This is an optimization exercise on Yosys and OpenROAD, whose aim is small area, not a production implementation. No run shown here included a check of the RTL's function; only the layout flow was run. No activity file was given, so power comes from the tool's default toggle rates.

[flow/constraint.sdc]
create_clock -name core_clock -period 1000.0 [get_ports {clk}]
set_input_delay 200.0000 -clock core_clock [delete_from_list [all_inputs] [get_ports {clk}]]
set_output_delay 200.0000 -clock core_clock [all_outputs]
set_load 0.01 [all_outputs]
[flow/flow/resynth.ys]
# Re-map the combinational logic of the standard synthesis netlist for area.
# Register cells are kept as hierarchy (not flattened), so every register
# instance keeps its name and cell type.
read_liberty -ignore_miss_func @LIB@
read_verilog @IN@
hierarchy -top @TOP@
setattr -mod -set keep_hierarchy 1 sky130_fd_sc_hd__df* sky130_fd_sc_hd__edf* sky130_fd_sc_hd__sdf* sky130_fd_sc_hd__dl* sky130_fd_sc_hd__conb*
flatten
opt_clean
abc -liberty @LIB@ @DU@ -script @ABC@
opt_clean -purge
splitnets
opt_clean -purge
hilomap -singleton -hicell sky130_fd_sc_hd__conb_1 HI -locell sky130_fd_sc_hd__conb_1 LO
select @TOP@
stat -liberty @LIB@
write_verilog -noattr -nohex -nodec -selected @OUT@
[flow/flow/run.sh]
#!/bin/bash
# Own layout flow:
#  1. the standard synthesis (standard.sh synth), unchanged;
#  2. its combinational logic re-mapped for area with a stronger ABC script
#     (resynth.ys, opt.abc); every register instance is kept as it is, same
#     name and cell;
#  3. the standard layout from that netlist, with clock tree synthesis
#     using clkbuf_4 clusters and no dummy loads.
# Each tool's output goes to a log file of its own in this folder.
set -euo pipefail
W=$PWD
R=$W/orfs/results/$FLOW_PLATFORM/bmp280_spi_uart_v2005/base
L=$W/orfs/logs/$FLOW_PLATFORM/bmp280_spi_uart_v2005/base
bash standard.sh synth > log_1_standard_synth.txt 2>&1
cp "$R/1_2_yosys.v" "$W/synth_standard.v"
LIB=$FLOW_HOME/platforms/$FLOW_PLATFORM/lib/sky130_fd_sc_hd__tt_025C_1v80.lib
DU=$(grep -o -- '-dont_use [A-Za-z0-9_]*' "$L/1_2_yosys.log" | sort -u | tr '\n' ' ')
YOSYS=$FLOW_HOME/../tools/install/yosys/bin/yosys
[ -x "$YOSYS" ] || YOSYS=yosys
sed -e "s|@LIB@|$LIB|g" -e "s|@DU@|$DU|g" -e "s|@IN@|$W/synth_standard.v|g" \
    -e "s|@OUT@|$W/synth_resynth.v|g" -e "s|@ABC@|$W/flow/opt.abc|g" -e "s|@TOP@|$FLOW_TOP|g" \
    flow/resynth.ys > "$W/resynth_run.ys"
"$YOSYS" -s "$W/resynth_run.ys" > log_2_resynth.txt 2>&1
cp "$W/synth_resynth.v" "$R/1_2_yosys.v"
rm -f "$R/1_synth.odb" "$R/1_synth.sdc"
bash standard.sh "CTS_ARGS=-sink_clustering_enable -repair_clock_nets -dont_use_dummy_load -buf_list sky130_fd_sc_hd__clkbuf_4 -sink_clustering_size 10 -sink_clustering_max_diameter 35" finish > log_3_standard_layout.txt 2>&1
[flow/flow/opt.abc]
&get -n
&deepsyn -T 60
&put
dch -f
amap
strash
dch -f
amap
topo
[flow/config.mk]
export PLATFORM = sky130hd
export DESIGN_NAME = bmp280_spi_uart_v2005
export DESIGN_NICKNAME = bmp280_spi_uart_v2005
export VERILOG_FILES = /design/flow/design.v
export SDC_FILE = /design/flow/constraint.sdc
export NUM_CORES = 8
export LEC_CHECK = 0
export ABC_AREA = 1
export CAP_MARGIN = 20
export CORE_MARGIN = 2
export CORE_UTILIZATION = 55
export GPL_TIMING_DRIVEN = 0
export PLACE_DENSITY = 0.7
export SLEW_MARGIN = 20
export SYNTH_MEMORY_MAX_BITS = 16384
[flow/design.v]
module bmp280_spi_uart_v2005
#(
  parameter CLK_HZ = 50000,
  parameter BAUD   = 5000,
  parameter SCK_HZ = 12500
)(
  input  wire clk,
  input  wire rst_n,
  output wire spi_csn,
  output wire spi_sck,
  output wire spi_mosi,
  input  wire spi_miso,
  output wire uart_tx
);
  reg [6:0] g;                  
  wire [5:0] t = g[5:0];
  wire eow = (t == 6'd63);
  reg [6:0] pc;
  reg [7:0] j;
  reg first, f2;
  wire [1:0] cls;
  wire [4:0] xs;
  wire [3:0] ys;
  wire [3:0] ki;
  wire [2:0] msrc;
  wire [4:0] jc;
  wire [1:0] jend;
  wire mmul;
  wire fsub;
  wire clr;
  wire mdiv;
  wire mdve;
  wire md10;
  wire conv;
  wire isT;
  wire [1:0] subm;
  wire dA;
  wire dB;
  wire dC;
  wire dD;
  wire [1:0] bw;
  wire bsx;
  wire tinv;
  wire ltsign;
  wire lnz;
  wire ldsign;
  wire nzg;
  wire [7:0] chr;
  wire [1:0] ctype;
  wire [2:0] spit;
  wire lastpc;
  assign cls[0] = (pc == 7'd1) | (pc == 7'd19) | (pc == 7'd28) | (pc == 7'd29) | (pc == 7'd30) | (pc == 7'd32) | (pc == 7'd34) | (pc == 7'd35) | (pc == 7'd36) | (pc == 7'd104);
  assign cls[1] = (pc == 7'd0) | (pc == 7'd2) | (pc == 7'd3) | (pc == 7'd4) | (pc == 7'd5) | (pc == 7'd6) | (pc == 7'd7) | (pc == 7'd8) | (pc == 7'd9) | (pc == 7'd10) | (pc == 7'd11) | (pc == 7'd12) | (pc == 7'd13) | (pc == 7'd14) | (pc == 7'd15) | (pc == 7'd16) | (pc == 7'd17) | (pc == 7'd18) | (pc == 7'd19) | (pc == 7'd20) | (pc == 7'd21) | (pc == 7'd22) | (pc == 7'd23) | (pc == 7'd24) | (pc == 7'd25) | (pc == 7'd26) | (pc == 7'd27) | (pc == 7'd28) | (pc == 7'd30) | (pc == 7'd32) | (pc == 7'd34) | (pc == 7'd36) | (pc == 7'd84) | (pc == 7'd85) | (pc == 7'd86) | (pc == 7'd87) | (pc == 7'd88) | (pc == 7'd89) | (pc == 7'd90) | (pc == 7'd91) | (pc == 7'd92) | (pc == 7'd93) | (pc == 7'd94) | (pc == 7'd95) | (pc == 7'd96) | (pc == 7'd97) | (pc == 7'd98) | (pc == 7'd99) | (pc == 7'd100) | (pc == 7'd101) | (pc == 7'd102) | (pc == 7'd103);
  assign xs[0] = (pc == 7'd38) | (pc == 7'd39) | (pc == 7'd43) | (pc == 7'd52) | (pc == 7'd57) | (pc == 7'd59) | (pc == 7'd65) | (pc == 7'd66) | (pc == 7'd68) | (pc == 7'd69) | (pc == 7'd71) | (pc == 7'd73) | (pc == 7'd75) | (pc == 7'd78) | (pc == 7'd79) | (pc == 7'd80) | (pc == 7'd81) | (pc == 7'd83);
  assign xs[1] = (pc == 7'd37) | (pc == 7'd41) | (pc == 7'd47) | (pc == 7'd57) | (pc == 7'd65) | (pc == 7'd66) | (pc == 7'd67) | (pc == 7'd68) | (pc == 7'd71) | (pc == 7'd75) | (pc == 7'd77) | (pc == 7'd81) | (pc == 7'd83);
  assign xs[2] = (pc == 7'd41) | (pc == 7'd50) | (pc == 7'd52) | (pc == 7'd54) | (pc == 7'd57) | (pc == 7'd65) | (pc == 7'd67) | (pc == 7'd68) | (pc == 7'd69) | (pc == 7'd71);
  assign xs[3] = (pc == 7'd45) | (pc == 7'd52) | (pc == 7'd54) | (pc == 7'd57) | (pc == 7'd65) | (pc == 7'd67) | (pc == 7'd68) | (pc == 7'd75) | (pc == 7'd77) | (pc == 7'd80);
  assign xs[4] = (pc == 7'd37) | (pc == 7'd38) | (pc == 7'd46) | (pc == 7'd66);
  assign ys[0] = (pc == 7'd19) | (pc == 7'd28) | (pc == 7'd30) | (pc == 7'd32) | (pc == 7'd34) | (pc == 7'd36) | (pc == 7'd37) | (pc == 7'd38) | (pc == 7'd39) | (pc == 7'd42) | (pc == 7'd44) | (pc == 7'd48) | (pc == 7'd51) | (pc == 7'd55) | (pc == 7'd56) | (pc == 7'd57) | (pc == 7'd59) | (pc == 7'd62) | (pc == 7'd65) | (pc == 7'd68) | (pc == 7'd72) | (pc == 7'd74) | (pc == 7'd77) | (pc == 7'd82);
  assign ys[1] = (pc == 7'd19) | (pc == 7'd28) | (pc == 7'd30) | (pc == 7'd32) | (pc == 7'd34) | (pc == 7'd36) | (pc == 7'd40) | (pc == 7'd45) | (pc == 7'd49) | (pc == 7'd52) | (pc == 7'd53) | (pc == 7'd58) | (pc == 7'd60) | (pc == 7'd62) | (pc == 7'd64) | (pc == 7'd66) | (pc == 7'd70) | (pc == 7'd76) | (pc == 7'd78) | (pc == 7'd79) | (pc == 7'd82);
  assign ys[2] = (pc == 7'd19) | (pc == 7'd28) | (pc == 7'd30) | (pc == 7'd32) | (pc == 7'd34) | (pc == 7'd36) | (pc == 7'd37) | (pc == 7'd38) | (pc == 7'd39) | (pc == 7'd44) | (pc == 7'd55) | (pc == 7'd57) | (pc == 7'd61) | (pc == 7'd67) | (pc == 7'd79);
  assign ys[3] = (pc == 7'd46) | (pc == 7'd50) | (pc == 7'd59) | (pc == 7'd66) | (pc == 7'd81) | (pc == 7'd83);
  assign ki[0] = (pc == 7'd40) | (pc == 7'd48) | (pc == 7'd53) | (pc == 7'd55) | (pc == 7'd74) | (pc == 7'd79);
  assign ki[1] = (pc == 7'd44) | (pc == 7'd53) | (pc == 7'd55) | (pc == 7'd57) | (pc == 7'd74) | (pc == 7'd76);
  assign ki[2] = (pc == 7'd48) | (pc == 7'd51) | (pc == 7'd55) | (pc == 7'd57);
  assign ki[3] = (pc == 7'd56) | (pc == 7'd74) | (pc == 7'd76) | (pc == 7'd79);
  assign msrc[0] = (pc == 7'd40) | (pc == 7'd48) | (pc == 7'd51) | (pc == 7'd53) | (pc == 7'd56) | (pc == 7'd62) | (pc == 7'd74) | (pc == 7'd76);
  assign msrc[1] = (pc == 7'd40) | (pc == 7'd48) | (pc == 7'd51) | (pc == 7'd53) | (pc == 7'd56) | (pc == 7'd74) | (pc == 7'd76);
  assign msrc[2] = (pc == 7'd60);
  assign jc[0] = (pc == 7'd2) | (pc == 7'd3) | (pc == 7'd4) | (pc == 7'd5) | (pc == 7'd6) | (pc == 7'd7) | (pc == 7'd8) | (pc == 7'd9) | (pc == 7'd10) | (pc == 7'd11) | (pc == 7'd12) | (pc == 7'd13) | (pc == 7'd14) | (pc == 7'd15) | (pc == 7'd16) | (pc == 7'd17) | (pc == 7'd20) | (pc == 7'd21) | (pc == 7'd22) | (pc == 7'd23) | (pc == 7'd24) | (pc == 7'd25) | (pc == 7'd26) | (pc == 7'd29) | (pc == 7'd39) | (pc == 7'd43) | (pc == 7'd47) | (pc == 7'd48) | (pc == 7'd50) | (pc == 7'd59) | (pc == 7'd61) | (pc == 7'd71) | (pc == 7'd73) | (pc == 7'd75) | (pc == 7'd82) | (pc == 7'd83) | (pc == 7'd84) | (pc == 7'd85) | (pc == 7'd86) | (pc == 7'd87) | (pc == 7'd88) | (pc == 7'd89) | (pc == 7'd90) | (pc == 7'd91) | (pc == 7'd92) | (pc == 7'd93) | (pc == 7'd94) | (pc == 7'd95) | (pc == 7'd96) | (pc == 7'd97) | (pc == 7'd98) | (pc == 7'd99) | (pc == 7'd100) | (pc == 7'd101) | (pc == 7'd102);
  assign jc[1] = (pc == 7'd0) | (pc == 7'd2) | (pc == 7'd3) | (pc == 7'd4) | (pc == 7'd5) | (pc == 7'd6) | (pc == 7'd7) | (pc == 7'd8) | (pc == 7'd9) | (pc == 7'd10) | (pc == 7'd11) | (pc == 7'd12) | (pc == 7'd13) | (pc == 7'd14) | (pc == 7'd15) | (pc == 7'd16) | (pc == 7'd17) | (pc == 7'd18) | (pc == 7'd19) | (pc == 7'd20) | (pc == 7'd21) | (pc == 7'd22) | (pc == 7'd23) | (pc == 7'd24) | (pc == 7'd25) | (pc == 7'd26) | (pc == 7'd27) | (pc == 7'd29) | (pc == 7'd31) | (pc == 7'd33) | (pc == 7'd39) | (pc == 7'd47) | (pc == 7'd50) | (pc == 7'd57) | (pc == 7'd71) | (pc == 7'd73) | (pc == 7'd75) | (pc == 7'd80) | (pc == 7'd83) | (pc == 7'd84) | (pc == 7'd85) | (pc == 7'd86) | (pc == 7'd87) | (pc == 7'd88) | (pc == 7'd89) | (pc == 7'd90) | (pc == 7'd91) | (pc == 7'd92) | (pc == 7'd93) | (pc == 7'd94) | (pc == 7'd95) | (pc == 7'd96) | (pc == 7'd97) | (pc == 7'd98) | (pc == 7'd99) | (pc == 7'd100) | (pc == 7'd101) | (pc == 7'd102) | (pc == 7'd103);
  assign jc[2] = (pc == 7'd0) | (pc == 7'd2) | (pc == 7'd3) | (pc == 7'd4) | (pc == 7'd5) | (pc == 7'd6) | (pc == 7'd7) | (pc == 7'd8) | (pc == 7'd9) | (pc == 7'd10) | (pc == 7'd11) | (pc == 7'd12) | (pc == 7'd13) | (pc == 7'd14) | (pc == 7'd15) | (pc == 7'd16) | (pc == 7'd17) | (pc == 7'd18) | (pc == 7'd19) | (pc == 7'd20) | (pc == 7'd21) | (pc == 7'd22) | (pc == 7'd23) | (pc == 7'd24) | (pc == 7'd25) | (pc == 7'd26) | (pc == 7'd27) | (pc == 7'd28) | (pc == 7'd29) | (pc == 7'd31) | (pc == 7'd33) | (pc == 7'd34) | (pc == 7'd35) | (pc == 7'd39) | (pc == 7'd47) | (pc == 7'd50) | (pc == 7'd59) | (pc == 7'd61) | (pc == 7'd73) | (pc == 7'd75) | (pc == 7'd84) | (pc == 7'd85) | (pc == 7'd86) | (pc == 7'd87) | (pc == 7'd88) | (pc == 7'd89) | (pc == 7'd90) | (pc == 7'd91) | (pc == 7'd92) | (pc == 7'd93) | (pc == 7'd94) | (pc == 7'd95) | (pc == 7'd96) | (pc == 7'd97) | (pc == 7'd98) | (pc == 7'd99) | (pc == 7'd100) | (pc == 7'd101) | (pc == 7'd102) | (pc == 7'd103) | (pc == 7'd104);
  assign jc[3] = (pc == 7'd2) | (pc == 7'd3) | (pc == 7'd4) | (pc == 7'd5) | (pc == 7'd6) | (pc == 7'd7) | (pc == 7'd8) | (pc == 7'd9) | (pc == 7'd10) | (pc == 7'd11) | (pc == 7'd12) | (pc == 7'd13) | (pc == 7'd14) | (pc == 7'd15) | (pc == 7'd16) | (pc == 7'd17) | (pc == 7'd20) | (pc == 7'd21) | (pc == 7'd22) | (pc == 7'd23) | (pc == 7'd24) | (pc == 7'd25) | (pc == 7'd26) | (pc == 7'd29) | (pc == 7'd35) | (pc == 7'd41) | (pc == 7'd43) | (pc == 7'd48) | (pc == 7'd52) | (pc == 7'd55) | (pc == 7'd57) | (pc == 7'd61) | (pc == 7'd71) | (pc == 7'd84) | (pc == 7'd85) | (pc == 7'd86) | (pc == 7'd87) | (pc == 7'd88) | (pc == 7'd89) | (pc == 7'd90) | (pc == 7'd91) | (pc == 7'd92) | (pc == 7'd93) | (pc == 7'd94) | (pc == 7'd95) | (pc == 7'd96) | (pc == 7'd97) | (pc == 7'd98) | (pc == 7'd99) | (pc == 7'd100) | (pc == 7'd101) | (pc == 7'd102) | (pc == 7'd103) | (pc == 7'd104);
  assign jc[4] = (pc == 7'd2) | (pc == 7'd3) | (pc == 7'd4) | (pc == 7'd5) | (pc == 7'd6) | (pc == 7'd7) | (pc == 7'd8) | (pc == 7'd9) | (pc == 7'd10) | (pc == 7'd11) | (pc == 7'd12) | (pc == 7'd13) | (pc == 7'd14) | (pc == 7'd15) | (pc == 7'd16) | (pc == 7'd17) | (pc == 7'd20) | (pc == 7'd21) | (pc == 7'd22) | (pc == 7'd23) | (pc == 7'd24) | (pc == 7'd25) | (pc == 7'd26) | (pc == 7'd84) | (pc == 7'd85) | (pc == 7'd86) | (pc == 7'd87) | (pc == 7'd88) | (pc == 7'd89) | (pc == 7'd90) | (pc == 7'd91) | (pc == 7'd92) | (pc == 7'd93) | (pc == 7'd94) | (pc == 7'd95) | (pc == 7'd96) | (pc == 7'd97) | (pc == 7'd98) | (pc == 7'd99) | (pc == 7'd100) | (pc == 7'd101) | (pc == 7'd102);
  assign jend[0] = 1'b0;
  assign jend[1] = (pc == 7'd44);
  assign mmul = (pc == 7'd40) | (pc == 7'd42) | (pc == 7'd44) | (pc == 7'd48) | (pc == 7'd49) | (pc == 7'd51) | (pc == 7'd53) | (pc == 7'd56) | (pc == 7'd58) | (pc == 7'd60) | (pc == 7'd72) | (pc == 7'd74) | (pc == 7'd76);
  assign fsub = (pc == 7'd40) | (pc == 7'd42) | (pc == 7'd44) | (pc == 7'd48) | (pc == 7'd49) | (pc == 7'd51) | (pc == 7'd53) | (pc == 7'd56) | (pc == 7'd58) | (pc == 7'd60) | (pc == 7'd72) | (pc == 7'd74) | (pc == 7'd76);
  assign clr = (pc == 7'd40) | (pc == 7'd42) | (pc == 7'd44) | (pc == 7'd48) | (pc == 7'd49) | (pc == 7'd51) | (pc == 7'd53) | (pc == 7'd60) | (pc == 7'd62) | (pc == 7'd72) | (pc == 7'd74) | (pc == 7'd76);
  assign mdiv = (pc == 7'd62);
  assign mdve = (pc == 7'd63);
  assign md10 = (pc == 7'd81) | (pc == 7'd83);
  assign conv = (pc == 7'd80) | (pc == 7'd81) | (pc == 7'd82) | (pc == 7'd83);
  assign isT = (pc == 7'd83);
  assign subm[0] = (pc == 7'd37) | (pc == 7'd38) | (pc == 7'd39) | (pc == 7'd46) | (pc == 7'd64) | (pc == 7'd81) | (pc == 7'd83);
  assign subm[1] = (pc == 7'd61) | (pc == 7'd64);
  assign dA = (pc == 7'd38) | (pc == 7'd40) | (pc == 7'd42) | (pc == 7'd44) | (pc == 7'd45) | (pc == 7'd48) | (pc == 7'd49) | (pc == 7'd51) | (pc == 7'd53) | (pc == 7'd55) | (pc == 7'd56) | (pc == 7'd57) | (pc == 7'd58) | (pc == 7'd59) | (pc == 7'd60) | (pc == 7'd62) | (pc == 7'd65) | (pc == 7'd66) | (pc == 7'd68) | (pc == 7'd70) | (pc == 7'd72) | (pc == 7'd74) | (pc == 7'd76) | (pc == 7'd77) | (pc == 7'd78) | (pc == 7'd79) | (pc == 7'd80) | (pc == 7'd81) | (pc == 7'd82) | (pc == 7'd83);
  assign dB = (pc == 7'd37) | (pc == 7'd43) | (pc == 7'd46) | (pc == 7'd47) | (pc == 7'd67) | (pc == 7'd71) | (pc == 7'd73) | (pc == 7'd75);
  assign dC = (pc == 7'd39) | (pc == 7'd41) | (pc == 7'd48) | (pc == 7'd50) | (pc == 7'd52) | (pc == 7'd56) | (pc == 7'd59) | (pc == 7'd61) | (pc == 7'd64);
  assign dD = (pc == 7'd54) | (pc == 7'd69);
  assign bw[0] = (pc == 7'd37) | (pc == 7'd43) | (pc == 7'd46);
  assign bw[1] = (pc == 7'd47);
  assign bsx = (pc == 7'd42) | (pc == 7'd48) | (pc == 7'd49) | (pc == 7'd51) | (pc == 7'd56) | (pc == 7'd58) | (pc == 7'd65);
  assign tinv = (pc == 7'd82);
  assign ltsign = (pc == 7'd69);
  assign lnz = (pc == 7'd54);
  assign ldsign = (pc == 7'd61);
  assign nzg = (pc == 7'd80);
  assign chr[0] = (pc == 7'd3) | (pc == 7'd9) | (pc == 7'd11) | (pc == 7'd17) | (pc == 7'd20) | (pc == 7'd22) | (pc == 7'd85) | (pc == 7'd86) | (pc == 7'd94) | (pc == 7'd102);
  assign chr[1] = (pc == 7'd2) | (pc == 7'd5) | (pc == 7'd9) | (pc == 7'd13) | (pc == 7'd14) | (pc == 7'd18) | (pc == 7'd27) | (pc == 7'd90) | (pc == 7'd103);
  assign chr[2] = (pc == 7'd3) | (pc == 7'd13) | (pc == 7'd17) | (pc == 7'd21) | (pc == 7'd22) | (pc == 7'd84) | (pc == 7'd85) | (pc == 7'd86) | (pc == 7'd90) | (pc == 7'd94) | (pc == 7'd102);
  assign chr[3] = (pc == 7'd3) | (pc == 7'd6) | (pc == 7'd11) | (pc == 7'd18) | (pc == 7'd20) | (pc == 7'd22) | (pc == 7'd24) | (pc == 7'd27) | (pc == 7'd85) | (pc == 7'd86) | (pc == 7'd90) | (pc == 7'd94) | (pc == 7'd102) | (pc == 7'd103);
  assign chr[4] = (pc == 7'd4) | (pc == 7'd5) | (pc == 7'd6) | (pc == 7'd7) | (pc == 7'd9) | (pc == 7'd10) | (pc == 7'd13) | (pc == 7'd14) | (pc == 7'd15) | (pc == 7'd16) | (pc == 7'd17) | (pc == 7'd22) | (pc == 7'd23) | (pc == 7'd24) | (pc == 7'd84) | (pc == 7'd85) | (pc == 7'd93) | (pc == 7'd94) | (pc == 7'd101);
  assign chr[5] = (pc == 7'd5) | (pc == 7'd6) | (pc == 7'd7) | (pc == 7'd8) | (pc == 7'd12) | (pc == 7'd13) | (pc == 7'd14) | (pc == 7'd15) | (pc == 7'd16) | (pc == 7'd17) | (pc == 7'd22) | (pc == 7'd23) | (pc == 7'd24) | (pc == 7'd85) | (pc == 7'd86) | (pc == 7'd90) | (pc == 7'd92) | (pc == 7'd94);
  assign chr[6] = (pc == 7'd2) | (pc == 7'd3) | (pc == 7'd4) | (pc == 7'd9) | (pc == 7'd10) | (pc == 7'd11) | (pc == 7'd13) | (pc == 7'd20) | (pc == 7'd21) | (pc == 7'd24) | (pc == 7'd84) | (pc == 7'd93) | (pc == 7'd101);
  assign chr[7] = 1'b0;
  assign ctype[0] = (pc == 7'd86) | (pc == 7'd87) | (pc == 7'd88) | (pc == 7'd89) | (pc == 7'd91) | (pc == 7'd95) | (pc == 7'd96) | (pc == 7'd97) | (pc == 7'd98) | (pc == 7'd99) | (pc == 7'd100);
  assign ctype[1] = (pc == 7'd25) | (pc == 7'd26) | (pc == 7'd86);
  assign spit[0] = (pc == 7'd28) | (pc == 7'd32) | (pc == 7'd36);
  assign spit[1] = (pc == 7'd30) | (pc == 7'd32);
  assign spit[2] = (pc == 7'd34) | (pc == 7'd36);
  assign lastpc = (pc == 7'd104);
  wire cbit = ((pc == 7'd46) & ((t == 6'd10) | (t == 6'd12) | (t == 6'd13) | (t == 6'd14) | (t == 6'd15) | (t == 6'd16))) | ((pc == 7'd50) & ((t == 6'd47))) | ((pc == 7'd57) & ((t == 6'd16) | (t == 6'd17) | (t == 6'd18) | (t == 6'd19) | (t == 6'd20) | (t == 6'd21) | (t == 6'd22) | (t == 6'd23) | (t == 6'd24) | (t == 6'd25) | (t == 6'd26) | (t == 6'd27) | (t == 6'd28) | (t == 6'd29) | (t == 6'd30) | (t == 6'd31) | (t == 6'd32) | (t == 6'd33) | (t == 6'd34) | (t == 6'd35) | (t == 6'd36) | (t == 6'd37) | (t == 6'd38) | (t == 6'd39) | (t == 6'd40) | (t == 6'd41) | (t == 6'd42) | (t == 6'd43) | (t == 6'd44) | (t == 6'd45) | (t == 6'd46) | (t == 6'd47) | (t == 6'd48) | (t == 6'd49) | (t == 6'd50) | (t == 6'd51) | (t == 6'd52) | (t == 6'd53) | (t == 6'd54) | (t == 6'd55) | (t == 6'd56) | (t == 6'd57) | (t == 6'd58) | (t == 6'd59) | (t == 6'd60) | (t == 6'd61) | (t == 6'd62) | (t == 6'd63))) | ((pc == 7'd65) & ((t == 6'd10) | (t == 6'd12) | (t == 6'd13) | (t == 6'd14) | (t == 6'd15) | (t == 6'd16))) | ((pc == 7'd68) & ((t == 6'd8)));
  reg [7:0] jsn;
  always @* case (jc)
    5'd0: jsn = 8'd0;
    5'd1: jsn = 8'd3;
    5'd2: jsn = 8'd5;
    5'd3: jsn = 8'd11;
    5'd4: jsn = 8'd12;
    5'd5: jsn = 8'd13;
    5'd6: jsn = 8'd15;
    5'd7: jsn = 8'd16;
    5'd8: jsn = 8'd17;
    5'd9: jsn = 8'd33;
    5'd10: jsn = 8'd35;
    5'd11: jsn = 8'd52;
    5'd12: jsn = 8'd55;
    5'd13: jsn = 8'd64;
    5'd14: jsn = 8'd75;
    5'd15: jsn = 8'd199;
    default: jsn = j;    
  endcase
  reg [63:0] A, B, C;
  reg [31:0] D;                 
  reg [191:0] KR;               
  reg Aprev, sxf, ks, mcap, m, cy, q1, q2, c5, rsign, dsign, tsign, nz, z0;
  reg [2:0] r5;
  reg [3:0] dg;
  wire isALU  = (cls == 2'd0);
  wire isCHAR = (cls == 2'd2);
  wire isSPI  = (cls == 2'd3);
  wire raw    = (spit == 3'd5);
  wire bitend = raw ? eow : (t[4:0] == 5'd31);
  wire sbits  = isSPI;
  assign spi_csn = ~sbits;
  assign spi_sck = sbits & (raw ? t[5] : t[4]);
  reg [7:0] cmdb, datb; reg [4:0] cmdpos;
  always @* begin
    case (spit)
      3'd0: begin cmdb = 8'hD0; datb = 8'h00; cmdpos = 5'd1;  end
      3'd1: begin cmdb = 8'h60; datb = 8'hB6; cmdpos = 5'd1;  end
      3'd2: begin cmdb = 8'h88; datb = 8'h00; cmdpos = 5'd24; end
      3'd3: begin cmdb = 8'h74; datb = 8'h27; cmdpos = 5'd1;  end
      3'd4: begin cmdb = 8'h75; datb = 8'h00; cmdpos = 5'd1;  end
      default: begin cmdb = 8'hF7; datb = 8'h00; cmdpos = 5'd6; end
    endcase
  end
  assign spi_mosi = (j[7:3] == cmdpos) ? cmdb[j[2:0]] : ((j[7:3] == 5'd0) ? datb[j[2:0]] : 1'b0);
  wire calw = sbits & ((spit == 3'd0) | (spit == 3'd2)) & ~(j[7] & j[6]) & t[4] & (t[3:0] == {~j[3], j[2:0]});
  wire rawt = sbits & raw & (t == j[5:0] + 6'd13);
  wire rawA = rawt & (j[7:3] < 5'd3);                          
  wire rawB = rawt & ((j[7:3] == 5'd5) | (j[7:3] == 5'd4) | (j[7:3] == 5'd3));    
  wire last = (j == (jend[1] ? 8'd12 : 8'd0));
  reg adv;
  always @* begin
    adv = 1'b0;
    case (cls)
      2'd0, 2'd1: adv = eow & last;
      2'd2: adv = (g == 7'd127);
      default: adv = bitend & (j == 8'd0);    
    endcase
  end
  always @(posedge clk or negedge rst_n) begin
    if (!rst_n) begin
      g <= 7'd0; pc <= 7'd0;
    end else begin
      g <= g + 7'd1;
      if (adv) pc <= lastpc ? 7'd36 : pc + 7'd1;
    end
  end
  always @(posedge clk) begin : seq
      case (cls)
        2'd0, 2'd1: if (eow & ~last) j <= j - 8'd1;
        2'd2: if ((g == 7'd63) & (ctype[1] ^ ctype[0])) j <= j - 8'd1;    
        default: if (bitend) j <= j - 8'd1;
      endcase
      if (adv) begin
        j <= jsn; first <= 1'b1; f2 <= 1'b0;
      end else if (eow) begin first <= 1'b0; f2 <= first; end
  end
  wire [11:0] kout;
  genvar gi;
  generate for (gi = 0; gi < 12; gi = gi + 1) begin : kr
    assign kout[gi] = KR[16*gi+15];
    wire we = calw & (j[7:4] == (4'd11 - gi));
    always @(posedge clk) KR[16*gi +: 16] <= {KR[16*gi +: 15], we ? spi_miso : KR[16*gi+15]};
  end endgenerate
  wire ko  = kout[ki];
  wire ksg = (ki != 4'd0) & (ki != 4'd3);      
  wire lo16 = (t[5:4] == 2'b00);
  wire kst = lo16 ? ko : (ksg & ks);
  wire muldiv = mmul | mdiv;
  wire [4:0] xe = muldiv ? ((f2 & clr) ? 5'd0 : 5'd2) : xs;
  wire setup = muldiv & first;           
  reg xr, xm;
  always @* begin
    case (xe)
      5'd1:  xr = A[63];
      5'd2:  xr = (t == 6'd0) ? (mdiv & m) : Aprev;
      5'd3:  xr = A[62];
      5'd4:  xr = A[55];
      5'd5:  xr = A[54];
      5'd6:  xr = A[52];
      5'd7:  xr = A[50];
      5'd8:  xr = A[49];
      5'd9:  xr = A[47];
      5'd10: xr = A[44];
      5'd11: xr = A[38];
      5'd12: xr = A[30];
      5'd13: xr = A[11];
      5'd14: xr = A[1];
      5'd15: xr = cbit;
      5'd16: xr = (t[5] == 1'b0) ? A[63] : sxf;
      5'd17: xr = A[43];
      5'd18: xr = A[42];
      5'd19: xr = (t == 6'd0) ? 1'b0 : Aprev;
      default: xr = 1'b0;
    endcase
    case (xe)
      5'd3:  xm = (t == 6'd63);
      5'd4:  xm = (t >= 6'd56);
      5'd7:  xm = (t >= 6'd51);
      5'd9:  xm = t[5] | ~nz;
      5'd10: xm = (t >= 6'd45);
      5'd11: xm = (t >= 6'd39);
      5'd12: xm = (t >= 6'd31);
      5'd13: xm = (t < 6'd12);
      5'd14: xm = (t < 6'd2);
      5'd17: xm = (t >= 6'd17);
      5'd18: xm = (t >= 6'd16);
      5'd19: xm = (t >= 6'd33);
      default: xm = 1'b0;
    endcase
  end
  wire X = xr & ~xm;
  wire tiv = tinv & tsign;
  wire dgs = (t == 6'd0) ? dg[1] : (t == 6'd1) ? dg[2] : (t == 6'd2) ? dg[3] : 1'b0;
  reg yr;
  always @* case (ys)
    4'd1: yr = (bsx & (t > 6'd32)) ? sxf : B[63];
    4'd2: yr = C[63];
    4'd3: yr = ~t[5] & (D[31] ^ tiv);
    4'd4: yr = A[63];
    4'd5: yr = kst;
    4'd6: yr = (t < 6'd12) ? 1'b0 : (t < 6'd28) ? KR[16*9+11] : ks;
    4'd7: yr = spi_miso;
    4'd8: yr = md10 ? dgs : cbit;
    4'd9: yr = (t >= 6'd31) & (t <= 6'd50) & B[53];
    4'd10: yr = (t >= 6'd33) & (t <= 6'd40) & B[63];
    default: yr = 1'b0;
  endcase
  reg sub;
  always @* begin
    if (mmul) sub = f2 & fsub;
    else if (mdiv) sub = f2 | ~rsign;
    else case (subm) 2'd1: sub = 1'b1; 2'd2: sub = rsign; 2'd3: sub = dsign; default: sub = 1'b0; endcase
  end
  wire yg  = mmul ? (yr & m) : yr;
  wire Y   = yg ^ sub;
  wire cin = (t == 6'd0) ? (sub | tiv) : cy;
  wire Z   = X ^ Y ^ cin;
  wire q   = Z ^ q2 ^ c5;
  wire W   = md10 ? q : Z;
  wire [2:0] msel = msrc;
  wire [7:0] jn = j - 8'd1;
  reg mbit;
  wire c3125 = (t == 6'd0) | (t == 6'd1) | (t == 6'd3) | (t == 6'd6) | (t == 6'd7) | (t == 6'd8) | (t == 6'd9) | (t == 6'd12);
  always @* case (msel)
    3'd0: mbit = (bsx & (t > 6'd32)) ? sxf : B[63]; 3'd1: mbit = C[63]; 3'd3: mbit = kst; default: mbit = c3125;
  endcase
  wire capt = (t == jn[5:0]);
  wire digst = isALU & md10 & (t[5:2] == (isT ? {2'b10, ~j[1:0]} : {1'b0, ~j[2:0]}));
  wire qwr   = isALU & ((mdiv & ~first & ~f2 & (t == j[5:0] + 6'd1)) | (mdve & (t == 6'd0)));
  wire bwin  = (bw == 2'd0) | ((bw == 2'd1) & (t <= 6'd32)) | ((bw == 2'd2) & (t >= 6'd33) & (t <= 6'd40));
  wire weA = (isALU & dA & ~setup) | rawA;
  wire weB = (isALU & dB & bwin) | digst | rawB;
  wire weC = (isALU & dC & ~setup) | qwr;
  wire weD = isALU & dD & ~t[5];
  always @(posedge clk) begin
    A  <= {A[62:0], weA ? W : A[63]};
    B  <= {B[62:0], weB ? (digst ? dg[t[1:0]] : W) : B[63]};
    C  <= {C[62:0], weC ? (qwr ? ~rsign : W) : C[63]};
    D  <= {D[30:0], weD ? W : D[31]};
  end
  reg [2:0] r5n; reg [2:0] wt;
  wire [3:0] r5s = {1'b0, r5} + {1'b0, wt};
  always @* begin
    case (t[1:0]) 2'd0: wt = 3'd1; 2'd1: wt = 3'd2; 2'd2: wt = 3'd4; default: wt = 3'd3; endcase
    if (t == 6'd0) r5n = {2'b00, W};
    else if (!W) r5n = r5;
    else r5n = r5s[3:0] >= 4'd5 ? r5s - 4'd5 : r5s[2:0];
  end
  wire [3:0] crt = (r5[0] == z0) ? {1'b0, r5} : ({1'b0, r5} + 4'd5);
  always @(posedge clk) begin
    Aprev <= A[63];
    cy <= (X & Y) | (X & cin) | (Y & cin);
    if (eow) begin q1 <= 1'b0; q2 <= 1'b0; c5 <= 1'b0; end
    else begin q1 <= q; q2 <= q1; c5 <= (q & q2) | (q & c5) | (q2 & c5); end
    if (bsx ? (t == 6'd32) : (t == 6'd31)) sxf <= bsx ? B[63] : A[63];
    if (t == 6'd15) ks <= ko;
    if (capt) mcap <= mbit;
    if (eow) m <= (jn[5:0] == 6'd63) ? mbit : mcap;
    if (eow) rsign <= W;
    if (isALU & ldsign & (t == 6'd0)) dsign <= rsign;
    if (isALU & ltsign & (t == 6'd31)) tsign <= W;
    if (isALU & lnz) nz <= (t == 6'd0) ? W : (nz | W);
    r5 <= r5n;
    if (t == 6'd0) z0 <= W;
    if (isALU & conv & eow) dg <= crt;
    else if (isCHAR & g[6] & (t[5:2] == j[3:0])) dg <= {(j[3:2] == 2'b11) ? kout[11] : B[63], dg[3:1]};
  end
  reg [2:0] bidx;
  always @* begin
    if (g < 7'd24) bidx = 3'd0;
    else if (g < 7'd35) bidx = 3'd1;
    else if (g < 7'd46) bidx = 3'd2;
    else if (g < 7'd57) bidx = 3'd3;
    else if (g < 7'd68) bidx = 3'd4;
    else if (g < 7'd79) bidx = 3'd5;
    else if (g < 7'd90) bidx = 3'd6;
    else bidx = 3'd7;
  end
  wire hexa = dg[3] & (dg[2] | dg[1]);
  wire [7:0] chv = (ctype == 2'd1 || (ctype == 2'd2 && !hexa)) ? {4'h3, dg} :
                   (ctype == 2'd2) ? {4'h4, dg + 4'd7} : chr;
  wire emit = isCHAR & ~((ctype == 2'd3) & ~tsign) & (pc != 7'd0);
  wire ustart = (g < 7'd13);
  wire ustop  = (g >= 7'd101);
  assign uart_tx = ~emit | (~ustart & (ustop | chv[bidx]));
endmodule
[flow/standard.sh]
#!/bin/bash
# synth_recipe.tcl (not shown) runs the flow's synth.tcl, then flattens the netlist and writes it again
# the make line also repeats each setting of config.mk as NAME=value (left out here)
make -C /OpenROAD-flow-scripts/flow DESIGN_CONFIG=/design/flow/config.mk WORK_HOME=/design/flow/orfs CLKGATE_MAP_FILE= SYNTH_SCRIPT=/design/flow/synth_recipe.tcl "${@:-finish}"
==> run notes, run 1 <==
- Setup Fix Bufs, Post-CTS: 0
- PD cells: ~1.9 mW/mm²
- Crit path launch: pc[0]
- Critical Path End: uart_tx
- Status: timing/DRC/antenna clean
- Max Cap Violations: 0
- Final #Nets: ~1.3k
- Sink Count: approximately 460
- Post-synthesis to final-layout area growth: 6.845%
- Crit. End Element: output port
- Critical Path AT: 6.87 ns
- CP startpoint kind: flop
- Via density: 5.836
- Worst EP required: about 800 ns
- Final wirelength: about 35,000 µm
- Reg2Reg Setup Slack: between 900 and 1000 ns
- Row Count: 56
- Input/output buffers: 6
- Longest Clk Path Bufs: 3
- Setup TNS: 0 ns
- Commonest cells after routing, fill and taps aside: 425 x dfxtp_1, 204 x nor2_1, 120 x clkinv_1, 78 x o21ai_0, 66 x nand2_1
- Avg Inst Size Synth: 10.92 µm²
- Slew @ Worst Pin: 1.285 ns
- GRT overflow: 0
- Largest net degree at the start of global routing: 25
- ANT nets after route: 0
- Die area: between 0.02 and 0.03 mm²
- Routed length per instance: around 22 µm
- Height of the chip: 159.1 µm
- R2r worst-path depth: 24
- Fin crit period: a little over 200 ns
- Hpwl dp: approximately 25,000 µm
- H-tree lvl count: 2
- Syn Std Cell Area: approximately 0.013 mm²
- DR vias: about 9.3k
- Setup Skew: about 0.090 ns
- Commonest non-fill, non-tap cell in the layout: dfxtp_1
- Clock Latency Late Sink: around 0.71 ns
- RSZ-0062 raised after global routing: no
- Hold Vio Cnt, Final: 0
- Post-cts gate resize count: 0
- # hold bufs at CTS: 0
- Final period utilization: between 20% and 30%
- Share of cells above drive strength 1: approximately 4.6%
- Mapped Cells: 1,212
- RR Endpoint: C[0]
- Core Region: 0.02354 mm²
- Placer Congestion: 0.9714
- Root buffer cell: clkbuf_4
- Slew Limit Fails: 0
- Synth warn: 1
- Vias in the first global route: around 8.8k
- Setup Viol. Count Final: 0
- Num CTS Buffers: 58
- Antenna violations before repair: 2
- CTS tree: built
- Total power: roughly 0.027 mW
- DRC viols: 0
- Boundary Pins: 7
- Crit-path max FO: 15
- Static Leak: between 5 and 6 nW
- Syn_nets: between 1k and 1.5k
- Die Wd: between 150 and 200 µm
- DRT Pass-1 Iters: 6
- CTS clk-pin slew, worst paths: roughly 0.1 ns
- Worst reg2reg path startpoint: pc[1]
- Fmax: between 0.004 and 0.005 GHz
- Starting DRT DRC Count: between 900 and 1k
- Slew margin rel.: between 10% and 20%
- Crit path kind: flop to output port
- First-pass GRT wire length: between 50,000 and 60,000 µm
- VDD IR max: around 0.0000013 V
- Starting Density: between 50 and 60%
- Tot GR Track Use: 27.13%
- Worst min-delay path category: flop to flop
-- through the flow --
step	std cells	cell area (µm²)	utilization (%)	hold WS [ns]	worst slack [ns]
floorplan	1212	13230	-	0.3096	796.80
global placement	1537	13690	58.16	0.3098	794.15
detailed placement	1537	13690	58.17	0.3121	794.29
CTS	1595	14130	60.02	0.2792	793.49
global route	1596	14140	60.06	0.2768	793.07
finish	1596	14140	60.06	0.2799	793.13
-- cell type report --
| type | instances | area [µm²] |
|---|---|---|
| Inverter | 120 | 450.4 |
| Timing Repair Buffer | 6 | 60.06 |
| Clock buffer | 58 | 435.4 |
| Multi-Input combinational cell | 631 | 3273 |
| Antenna cell | 1 | 2.502 |
| Sequential cell | 461 | 9519 |
| Tap cell | 319 | 399.1 |
| Fill cell | 1988 | 9403 |
-- worst min-delay path by stage --
| stage | startpoint | endpoint | cells after the start |
|---|---|---|---|
| global placement | A[28] | A[29] | 0 |
| CTS | KR[22] | KR[23] | 0 |
| global route | D[0] | D[1] | 0 |
| finish | B[62] | B[63] | 0 |
| floorplan | A[9] | A[10] | 0 |
| detailed placement | B[29] | B[30] | 0 |
-- critical path: stages (launching register included) --
cell and delay (ns):
dfrtp_1 0.72, clkinv_1 0.73, nor2_1 0.39, clkinv_1 0.19, nor2_1 0.27, clkinv_1 0.26
o21ai_0 0.19, o21ai_0 0.17, or2_0 0.40, o31ai_1 0.22, a221oi_1 0.33, clkinv_1 0.10
a2111oi_0 0.09, a2111oi_0 0.47, nor3_1 0.12, o311ai_0 0.82, clkdlybuf4s50_1 0.71
-- power by group --
group	switching (mW)	internal, mW	total (mW)
Combinational	0.000125	0.0000721	0.000198
Sequential	0.0000178	0.0185	0.0186
Clock	0.00516	0.00265	0.00780
-- sequential cells by signal, summed over array words and instances, names as in the netlist, 3 cells and up, named ones only --
signal	cells
KR	192
A	64
B	64
C	64
D	32
j	8
g	7
pc	7
dg	4
r5	3
-- per-layer routing --
layer	vias up	GRT usage, %	wire (µm)
met5	-	0	0
met2	510	39.88	14530
met3	102	5.965	3349
met1	4402	38.98	15230
li1	4300	-	-
met4	0	11.40	1474
==> run 2, diff against run 1 <==
==> flow/flow/opt.abc (replaced) <==
&get -n
&deepsyn -T 180
&put
dch -f
amap
strash
dch -f
amap
topo
==> run 2 against run 1 <==
Still clean on timing, DRC and antenna. Largest cell class unchanged. Critical endpoint is now spi_mosi. Cell count down 0.69%. Hold slack improved by 0.017 ns. Power shrank 1.3%. Non-clock buffer count unchanged. Final area hardly changed. Sequential power is essentially flat. Sequential share of layout area rose by 0.066 points. Clock skew fell by 0.031 ns. Setup slack got worse by 0.28 ns. Critical path type unchanged.
==> run notes, run 2 <==
- Status: timing/DRC/antenna clean (unchanged)
- H-tree lvl count: 2 (unchanged)
- Worst EP required: 800.00 ns (about the same)
- Hold Vio Cnt, Final: 0 (unchanged)
- Fin crit period: 207.15 ns (was 206.87 ns)
- Mapped Cells: 1,203 (was 1,212)
- Row Count: 56 (unchanged)
- Clock Latency Late Sink: 0.71 ns (about the same)
- Most used cell, CP: clkinv_1 (unchanged)
- CTS clk-pin slew, worst paths: 0.09 ns (was 0.10 ns)
- Comb pwr share: 0.1% (was 0.7%)
- Max reg flops: 192 (unchanged)
- DR vias: 9,186 (was 9,314)
- Sink Count: 461 (unchanged)
- Hpwl dp: 25,600 µm (was 25,170 µm)
- Via density: 5.796 (was 5.836)
- DRC viols: 0 (unchanged)
- Final period utilization: 20.71% (was 20.69%)
- Post-route cell area: 0.01413 mm² (was 0.01414 mm²)
- Largest register by flop count: KR (unchanged)
- Placed Cells: 1,528 (was 1,537)
- VDD IR max: 0.000001521 V (was 0.000001347 V)
- Crit-path max FO: 14 (was 15)
- Commonest cells after routing, fill and taps aside: 425 x dfxtp_1, 182 x nor2_1, 124 x clkinv_1, 69 x a21oi_1, 69 x o21ai_0 (was 425 x dfxtp_1, 204 x nor2_1, 120 x clkinv_1, 78 x o21ai_0, 66 x nand2_1)
- Crit-path cells: clkinv_1, nand2_1, nor3_2, nor4_1, clkinv_1, or2_0, a211oi_1, clkinv_1, a31o_1, nor2_1, clkinv_1, nand2_1, a2111oi_0, o32ai_1, clkdlybuf4s50_1 (was clkinv_1, nor2_1, clkinv_1, nor2_1, clkinv_1, o21ai_0, o21ai_0, or2_0, o31ai_1, a221oi_1, clkinv_1, a2111oi_0, a2111oi_0, nor3_1, o311ai_0, clkdlybuf4s50_1)
- Die Wd: 159.1 µm (about the same)
- DRT Pass-1 Iters: 6 (unchanged)
- ANT nets after route: 0 (unchanged)
- Internal: 0.02105 mW (was 0.02126 mW)
- Worst min-delay path category: flop to flop (unchanged)
- Total power: 0.02621 mW (was 0.02656 mW)
- Core Region: 0.02354 mm² (unchanged)
- Starting DRT DRC Count: 1,019 (was 992)
- Boundary Pins: 7 (unchanged)
- Syn_nets: 1,206 (was 1,215)
- Clock group share of total power: 29.4% (about the same)
- First-pass GRT wire length: 52,360 µm (was 52,200 µm)
- Final wirelength: 34,740 µm (was 34,590 µm)
- Tot GR Track Use: 27.30% (was 27.13%)
- Setup Skew: 0.05854 ns (was 0.09000 ns)
- # hold bufs at CTS: 0 (unchanged)
- Sequential power share: 70.5% (was 69.9%)
- Final #Nets: 1,270 (was 1,281)
- Num CTS Buffers: 56 (was 58)
- Starting Density: 56.22% (was 56.21%)
- CP startpoint kind: flop (unchanged)
- Antenna violations before repair: 1 (was 2)
- Slew margin rel.: 27.40% (was 14.34%)
- Fmax: 0.004827 GHz (was 0.004834 GHz)
- Vias in the first global route: 8,884 (was 8,838)
- Crit path kind: flop to output port (unchanged)
- Number of filler cells placed in the layout: 1,965 (was 1,988)
- Input/output buffers: 6 (unchanged)
- Max stage delay cell, worst path: a211oi_1 (was o311ai_0)
- Max Cap Violations: 0 (unchanged)
- Setup Viol. Count Final: 0 (unchanged)
- Synth warn: 1 (unchanged)
- Slew @ Worst Pin: 1.078 ns (was 1.285 ns)
- Share of cells above drive strength 1: 4.506% (was 4.624%)
- Static Leak: 5.186 nW (was 5.271 nW)
- GRT overflow: 0 (unchanged)
- Syn Std Cell Area: 0.01324 mm² (was 0.01323 mm²)
- Crit-path max cell delay: 0.88 ns (was 0.82 ns)
- Height of the chip: 159.1 µm (about the same)
- Setup TNS: 0 ns (unchanged)
- PD cells: 1.855 mW/mm² (was 1.878 mW/mm²)
- Longest Clk Path Bufs: 3 (unchanged)
- Post-synthesis to final-layout area growth: 6.720% (was 6.845%)
- CTS tree: built (unchanged)
- Sw Ratio: 19.68% (was 19.95%)
- Critical Path AT: 7.15 ns (was 6.87 ns)
- Crit. End Element: output port (unchanged)
- Slew Limit Fails: 0 (unchanged)
- Routed length per instance: 21.92 µm (was 21.67 µm)
- Placer Congestion: 1.006 (was 0.9714)
- Setup Fix Bufs, Post-CTS: 0 (unchanged)
- Commonest non-fill, non-tap cell in the layout: dfxtp_1 (unchanged)
- Post-Layout Cell Count: 1,585 (was 1,596)
- Die area: 0.02532 mm² (about the same)
- Placed Area: 0.01370 mm² (was 0.01369 mm²)
- P_sw: 0.005157 mW (was 0.005298 mW)
- Largest net degree at the start of global routing: 21 (was 25)
- Post-cts gate resize count: 0 (unchanged)
- Avg Inst Size Synth: 11.00 µm² (was 10.92 µm²)
- Root buffer cell: clkbuf_4 (unchanged)
- RSZ-0062 raised after global routing: no (unchanged)
==> run 2: cell type report <==
cell class	count	area (µm²)	share of cell area [%]
flip-flops and latches	461	9519	67.39
multi-input cells	618	3259	23.07
inverters	124	465.4	3.295
clock buffers	56	420.4	2.976
well taps	319	399.1	2.826
repair buffers	6	60.06	0.4252
diodes	1	2.502	0.01771
==> run 2: worst max-delay path: cells and delay by family, from the launching register on <==
kind            cells  cell delay (ns)
flops               1             0.76
buf+inv             5             2.07
compound gates      4             1.75
simple gates        6             1.89
==> run 2: routing by layer <==
metal	track usage (%)	wire length, µm	up-vias
met4	12.52	1622	0
met2	41.76	14970	459
li1	-	-	4277
met5	0	0	-
met3	5.913	2926	120
met1	37.47	15220	4330
==> run 2: power by group through the flow <==
stage / registers, mW / clock network [mW] / logic [mW]
finish: 0.0185 / 0.00770 / 0.0000331
global route: 0.0185 / 0.00861 / 0.0000360
global placement: 0.0189 / 0 / 0.0000324
floorplan: 0.0189 / 0 / 0.00000612
CTS: 0.0185 / 0.00793 / 0.0000339
detailed placement: 0.0189 / 0 / 0.0000336
==> run 2: through the flow <==
step / setup slack, ns / hold slack, ns / util [%]
floorplan: 796.53 / 0.3096 / -
global placement: 793.39 / 0.3095 / 58.17
detailed placement: 793.82 / 0.3121 / 58.21
CTS: 793.04 / 0.2961 / 59.99
global route: 792.84 / 0.2924 / 60.00
finish: 792.85 / 0.2974 / 60.00
==> run 2: final timing paths <==
check | from | endpoint | slack, ns | cells after the start
min in group asynchronous | rst_n | g[4] | 199.76 | 1
worst min-delay path | A[40] | A[41] | 0.30 | 0
worst max register to register | pc[1] | D[0] | 990.31 | 23
worst max-delay path | pc[3] | spi_mosi | 792.85 | 15
max in group asynchronous | rst_n | pc[1] | 799.70 | 1
worst min register to register | A[40] | A[41] | 0.30 | 0
==> run 3, diff against run 2 <==
--- a/flow/flow/run.sh
+++ b/flow/flow/run.sh
@@ -23,4 +23,4 @@
 "$YOSYS" -s "$W/resynth_run.ys" > log_2_resynth.txt 2>&1
 cp "$W/synth_resynth.v" "$R/1_2_yosys.v"
 rm -f "$R/1_synth.odb" "$R/1_synth.sdc"
-bash standard.sh "CTS_ARGS=-sink_clustering_enable -repair_clock_nets -dont_use_dummy_load -buf_list sky130_fd_sc_hd__clkbuf_4 -sink_clustering_size 10 -sink_clustering_max_diameter 35" finish > log_3_standard_layout.txt 2>&1
+bash standard.sh "CTS_ARGS=-sink_clustering_enable -repair_clock_nets -dont_use_dummy_load -buf_list sky130_fd_sc_hd__clkbuf_16 -sink_clustering_size 30 -sink_clustering_max_diameter 60" finish > log_3_standard_layout.txt 2>&1
==> run 3 against run 2 <==
Still clean. Routed wire length is 2.7% higher. Power is 7.1% higher. Sequential share of layout area is 0.84 points lower. Utilization is 0.75 points higher. Critical path type unchanged. Largest cell class unchanged.
==> run notes, run 3 <==
- Status: timing/DRC/antenna clean (unchanged)
- Worst min-delay path category: flop to flop (unchanged)
- Input/output buffers: 6 (unchanged)
- Row Count: 56 (unchanged)
- Root buffer cell: clkbuf_16 (was clkbuf_4)
- Number of filler cells placed in the layout: 1,886 (was 1,965)
- ANT nets after route: 0 (unchanged)
- Sw Ratio: 18.96% (was 19.68%)
- P_sw: 0.005324 mW (was 0.005157 mW)
- Clock Latency Late Sink: 0.58 ns (was 0.71 ns)
- Sink Count: 461 (unchanged)
- DR vias: 9,064 (was 9,186)
- CP startpoint kind: flop (unchanged)
- R2r worst-path depth: 23 (unchanged)
- Starting Density: 56.22% (unchanged)
- Sequential power share: 65.8% (was 70.5%)
- Longest Clk Path Bufs: 3 (unchanged)
- Tot GR Track Use: 27.93% (was 27.30%)
- DRC viols: 0 (unchanged)
- Commonest non-fill, non-tap cell in the layout: dfxtp_1 (unchanged)
- Crit-path max cell delay: 0.86 ns (was 0.88 ns)
- Min-delay src: KR[2] (was A[40])
- Hold_ws: 0.2524 ns (was 0.2974 ns)
- Final #Nets: 1,238 (was 1,270)
- Setup Skew: 0.09146 ns (was 0.05854 ns)
- Setup Fix Bufs, Post-CTS: 0 (unchanged)
- Syn Std Cell Area: 0.01324 mm² (unchanged)
- Setup Viol. Count Final: 0 (unchanged)
- Most used cell, CP: clkinv_1 (unchanged)
- Syn_nets: 1,206 (unchanged)
- Max Cap Violations: 0 (unchanged)
- Setup TNS: 0 ns (unchanged)
- Largest register by flop count: KR (unchanged)
- Routed length per instance: 22.99 µm (was 21.92 µm)
- Die area: 0.02532 mm² (unchanged)
- WHS Endpoint: KR[3] (was A[41])
- Mapped Cells: 1,203 (unchanged)
- Placer Congestion: 1.006 (unchanged)
- Crit. End Element: output port (unchanged)
- Via density: 5.840 (was 5.796)
- Num CTS Buffers: 24 (was 56)
- Clock group share of total power: 34.1% (was 29.4%)
- GRT overflow: 0 (unchanged)
- Critical Path AT: 6.99 ns (was 7.15 ns)
- Slew @ Worst Pin: 1.046 ns (was 1.078 ns)
- RSZ-0062 raised after global routing: no (unchanged)
- Largest net degree at the start of global routing: 31 (was 21)
- Height of the chip: 159.1 µm (unchanged)
- Share of cells above drive strength 1: 2.028% (was 4.506%)
- Placed Area: 0.01370 mm² (unchanged)
- Internal: 0.02275 mW (was 0.02105 mW)
- Max reg flops: 192 (unchanged)
- Commonest cells after routing, fill and taps aside: 425 x dfxtp_1, 182 x nor2_1, 124 x clkinv_1, 69 x a21oi_1, 69 x o21ai_0 (unchanged)
- Reg2Reg Setup Slack: 990.30 ns (was 990.31 ns)
- Comb pwr share: 0.1% (about the same)
- Antenna violations before repair: 0 (was 1)
- DRT Pass-1 Iters: 5 (was 6)
- Fin crit period: 206.99 ns (was 207.15 ns)
- Hold Path Stages: 0 (unchanged)
- Starting DRT DRC Count: 1,054 (was 1,019)
- CTS clk-pin slew, worst paths: 0.10 ns (was 0.09 ns)
- Slew margin rel.: 29.55% (was 27.40%)
- Crit-path max FO: 14 (unchanged)
- # hold bufs at CTS: 0 (unchanged)
- Static Leak: 5.224 nW (was 5.186 nW)
- Boundary Pins: 7 (unchanged)
- Max stage delay cell, worst path: a211oi_1 (unchanged)
- Avg Inst Size Synth: 11.00 µm² (unchanged)
- Fmax: 0.004831 GHz (was 0.004827 GHz)
- Final period utilization: 20.70% (was 20.71%)
- Post-synthesis to final-layout area growth: 8.063% (was 6.720%)
- First-pass GRT wire length: 53,610 µm (was 52,360 µm)
- Vias in the first global route: 8,765 (was 8,884)
- Final wirelength: 35,690 µm (was 34,740 µm)
- Worst reg2reg path startpoint: pc[1] (unchanged)
- VDD IR max: 0.000002069 V (was 0.000001521 V)
- H-tree lvl count: 1 (was 2)
- Slew Limit Fails: 0 (unchanged)
- Hpwl dp: 25,600 µm (unchanged)
- Crit-path cells: clkinv_1, nand2_1, nor3_2, nor4_1, clkinv_1, or2_0, a211oi_1, clkinv_1, a31o_1, nor2_1, clkinv_1, nand2_1, a2111oi_0, o32ai_1, clkdlybuf4s50_1 (unchanged)
- N_diodes: 0 (was 1)
- CTS tree: built (unchanged)
- PD cells: 1.963 mW/mm² (was 1.855 mW/mm²)
- Post-route cell area: 0.01430 mm² (was 0.01413 mm²)
- Post-cts gate resize count: 0 (unchanged)
- Die Wd: 159.1 µm (unchanged)
- Hold Vio Cnt, Final: 0 (unchanged)
- Crit path kind: flop to output port (unchanged)
- Total power: 0.02808 mW (was 0.02621 mW)
- RR Endpoint: D[0] (unchanged)
- Core Region: 0.02354 mm² (unchanged)
- Worst EP required: 800.00 ns (about the same)
- Synth warn: 1 (unchanged)
[run 3: layout make-up]
type                       count  area [µm²]  share of cell area, %
clock buffer                  24       600.6                  4.199
inverter                     124       465.4                  3.254
tap                          319       399.1                  2.790
sequential                   461        9519                  66.55
timing repair buffer           6       60.06                 0.4199
multi-input combinational    618        3259                  22.79
[run 3: per-stage QoR]
step | setup WS [ns] | utilization (%) | instances
after floorplan | 796.53 | - | 1203
after global placement | 793.39 | 58.17 | 1528
after detailed placement | 793.82 | 58.21 | 1528
after CTS | 793.21 | 60.76 | 1552
after global routing | 793.02 | 60.76 | 1552
final | 793.01 | 60.76 | 1552
[run 3: power groups by stage]
| stage | clock [mW] | sequential, mW | combinational [mW] |
|---|---|---|---|
| final | 0.00957 | 0.0185 | 0.0000329 |
| after global routing | 0.0103 | 0.0185 | 0.0000360 |
| after CTS | 0.00974 | 0.0185 | 0.0000341 |
| after detailed placement | 0 | 0.0189 | 0.0000336 |
| after global placement | 0 | 0.0189 | 0.0000324 |
| after floorplan | 0 | 0.0189 | 0.00000612 |
[run 3: routing by layer]
metal  vias to the layer above  routed length (µm)  track usage [%]  share of wire, %
li1                       4197                   -                -                 -
met1                      4339               15740            39.21                44
met2                       432               15580            43.40                44
met3                        96                2725            4.637               7.6
met4                         0                1642            11.45               4.6
met5                         -                   0                0                 0
[run 3: worst max-delay path by stage]
stage / from / to / cells after the start
floorplan: pc[3] / spi_mosi / 14
global placement: pc[3] / spi_mosi / 15
detailed placement: pc[3] / spi_mosi / 15
CTS: pc[3] / spi_mosi / 15
global route: pc[3] / spi_mosi / 15
finish: pc[3] / spi_mosi / 15
[run 3: worst max-delay path: cells and delay by family, from the launching register on]
kind / cells / cell delay, ns
AOI/OAI and AO/OA: 4 / 1.73
buffers and inverters: 5 / 2.06
and+or+nand+nor: 6 / 1.92
DFF: 1 / 0.75

static timing again, ports no longer ideal:
Ports are ideal in the flow. The routed layouts listed here were re-timed in OpenROAD.
Step 1, drivers: a clkbuf_16 drives clk and a buf_2 each remaining input, both assumed.
Step 2, shift: input delay + t, output delay - t, t = (earliest + latest rising clock arrival at the registers) / 2. This alone moves slack from input paths to output paths.
Slacks: ideal ports / drivers / drivers and shift; pairs: ideal ports / drivers.
| run | shift t [ns] | setup slack, ns | worst setup path at the end | worst register clock-pin slew, ns |
|---|---|---|---|---|
| run 1 | 0.710 | 793.131 / 793.090 / 793.800 | register to output | 0.11 / 0.11 |
| run 2 | 0.724 | 792.851 / 792.810 / 793.535 | register to output | 0.11 / 0.11 |
| run 3 | 0.578 | 793.008 / 792.959 / 793.537 | register to output | 0.10 / 0.10 |
After both steps every run listed still meets setup and hold.
